Source: an optimization exercise on an open RTL-to-GDS flow (aim: small area). Production flows keep margins and buffers that such runs may drop.
The RTL was checked by simulation tests, not by an equivalence proof against the original design.

trial 73:
// fixed_point_divider
module fixed_point_divider #(
    IN_WIDTH = 12,
    OUT_WIDTH = 12
) (
    input clk,
    input rst_n,
    input logic din_valid,
    input  logic signed [ IN_WIDTH-1:0] rs1,
    input  logic signed [ IN_WIDTH-1:0] rs2,
    output logic        [OUT_WIDTH-1:0] rd,
    output logic                        dout_valid
);
clock: 10.0 ns
lec_check: 0
cap_margin: 20
core_margin: 2
core_utilization: 70
slew_margin: 20
standard.sh (not shown) runs the stock make flow with config.mk's settings and CLKGATE_MAP_FILE= SYNTH_SCRIPT=/design/flow/synth_recipe.tcl, a recipe that flattens the netlist after the stock synthesis.
==> flow/flow/run.sh <==
#!/bin/bash
# Layout flow: the standard ORFS flow (standard.sh), with two changes to
# how the layout is built:
#  - ports are buffered with sky130_fd_sc_hd__buf_1 instead of the buffer
#    ORFS picks by itself (a 10 um2 clock-delay buffer);
#  - clock tree synthesis uses clkbuf_8 leaf clusters and no dummy loads.
# Everything else (synthesis, floorplan, power grid, placement, routing) is
# the standard flow.  The full output goes to flow.log in this folder; the
# per-step ORFS logs are under orfs/logs/.
set -euo pipefail
cd "$(dirname "$0")/.."
export BUFFER_PORTS_ARGS="-buffer_cell sky130_fd_sc_hd__buf_1"
export CTS_ARGS="-sink_clustering_enable -repair_clock_nets -dont_use_dummy_load -buf_list sky130_fd_sc_hd__clkbuf_8 -sink_clustering_size 22 -sink_clustering_max_diameter 50"
bash standard.sh > flow.log 2>&1
### trial 73 -> build 6
--- a/flow/design.v
+++ b/flow/design.v
@@ -2,31 +2,34 @@
 module fixed_point_divider #(
     IN_WIDTH = 12,
     OUT_WIDTH = 12
 ) (
     input clk,
     input rst_n,
     input logic din_valid,
     input  logic signed [ IN_WIDTH-1:0] rs1,
     input  logic signed [ IN_WIDTH-1:0] rs2,
     output logic        [OUT_WIDTH-1:0] rd,
     output logic                        dout_valid
 );
-  logic [4:0] rcnt;
-  wire rdone = (rcnt == 5'd23);
+  logic [21:0] vld;
   always_ff @(posedge clk or negedge rst_n) begin
-    if (!rst_n) rcnt <= '0;
-    else if (!rdone) rcnt <= rcnt + 5'd1;
+    if (!rst_n) begin
+      vld <= '0;
+      dout_valid <= 1'b0;
+    end else begin
+      vld <= {vld[20:0], din_valid};
+      dout_valid <= vld[21];
+    end
   end
-  assign dout_valid = rdone & (rd != 12'h7ff);
   wire [10:0] a = rs1[10:0];
   wire [10:0] b = rs2[10:0];
   wire [11:0] ma, mb;
   assign ma[0] = 1'b0;
   assign mb[0] = 1'b0;
   for (genvar i = 0; i < 11; i++) begin : g_neg
     assign ma[i+1] = ma[i] | (rs1[11] & a[i]);
     assign mb[i+1] = mb[i] | (rs2[11] & b[i]);
   end
   wire [10:0] A0 = a ^ ma[10:0];
   wire [10:0] B0 = b ^ mb[10:0];
   wire [10:0] nB0 = ~B0;
@@ -40,26 +43,26 @@
   wire s0_G4_0 = s0_g[4] | (s0_p[4] & s0_G3_0);
   wire s0_G5_0 = s0_g[5] | (s0_p[5] & s0_G4_0);
   wire s0_G6_0 = s0_g[6] | (s0_p[6] & s0_G5_0);
   wire s0_G7_0 = s0_g[7] | (s0_p[7] & s0_G6_0);
   wire s0_G8_0 = s0_g[8] | (s0_p[8] & s0_G7_0);
   wire s0_G9_0 = s0_g[9] | (s0_p[9] & s0_G8_0);
   wire s0_G10_0 = s0_g[10] | (s0_p[10] & s0_G9_0);
   wire [11:0] s0_c = {s0_G10_0, s0_G9_0, s0_G8_0, s0_G7_0, s0_G6_0, s0_G5_0, s0_G4_0, s0_G3_0, s0_G2_0, s0_G1_0, s0_g[0], 1'b0};
   wire [11:0] s0_bw = s0_c;
   wire s0_q = s0_t[11] | ~s0_bw[11];
   wire [11:0] s0_cc = ~s0_bw;
   wire [10:0] s0_r = s0_q ? (s0_t[10:0] ^ nB0 ^ s0_cc[10:0]) : s0_t[10:0];
-  wire [10:0] nB1 = nB0 | {11{sat | ~din_valid}};
-  wire [0:0] q0 = s0_q & din_valid;
+  wire [10:0] nB1 = nB0 | {11{sat}};
+  wire [0:0] q0 = s0_q;
   logic [10:0] r_p1;
   logic [10:0] nB_p1;
   logic [0:0] q_p1;
   always_ff @(posedge clk) begin
     r_p1 <= ~s0_r;
     nB_p1 <= ~nB1;
     q_p1 <= q0;
   end
   wire [11:0] s1_t = {(~r_p1), 1'b0};
   wire [10:0] s1_g = ~s1_t[10:0] & ~(~nB_p1);
   wire [10:0] s1_p = ~(s1_t[10:0] ^ ~(~nB_p1));
   wire s1_G1_0 = s1_g[1] | (s1_p[1] & s1_g[0]);
==> comparison <==
- Reported for trial 73 and build 6, largest fanout of any net on the critical path turned out identical to the last digit.
- Share of the final layout cell area in multi-input gates was higher in trial 73 than in build 6.
- Area of the mapped netlist was higher in build 6 than in trial 73.
- Summary of build 6 over trial 73: cell area higher; maximum operating frequency higher; worst setup slack higher; final clock period utilization by the worst path lower.
- Per the final summary, build 6 finished and its layout is clean on timing, DRC and antenna.
- Trial 73 finished all stages; the layout is clean.
- Trial 73 → build 6: met1 layer wirelength in the final routing decreased by 190 um relative to the old numbers; shortest clock period the worst path allows after layout fell by 0.10 ns.

==> what the ideal ports hide <==
No port has a modelled driver above. Below, the same layouts with a new extraction and two added sets of constraints.
Step 1 assumes that a clkbuf_16 drives the clock port and a buf_2 every other input.
Step 2 times the ports against the registers' clock, not the clock port: input delays grow and output delays shrink by t, the midpoint of the rising clock arrivals with the driver on.
Slacks: ideal ports / drivers / drivers and shift; pairs: ideal ports / drivers.
| run | t, ns | setup slack, ns | worst setup path at the end | latest minus earliest clock arrival (ns) |
|---|---|---|---|---|
| trial 73 | 0.568 | 0.517 / 0.517 / 0.517 | register to register | 0.063 / 0.063 |
| build 6 | 0.579 | 0.620 / 0.620 / 0.620 | register to register | 0.056 / 0.056 |
After both steps every run listed still meets setup and hold.
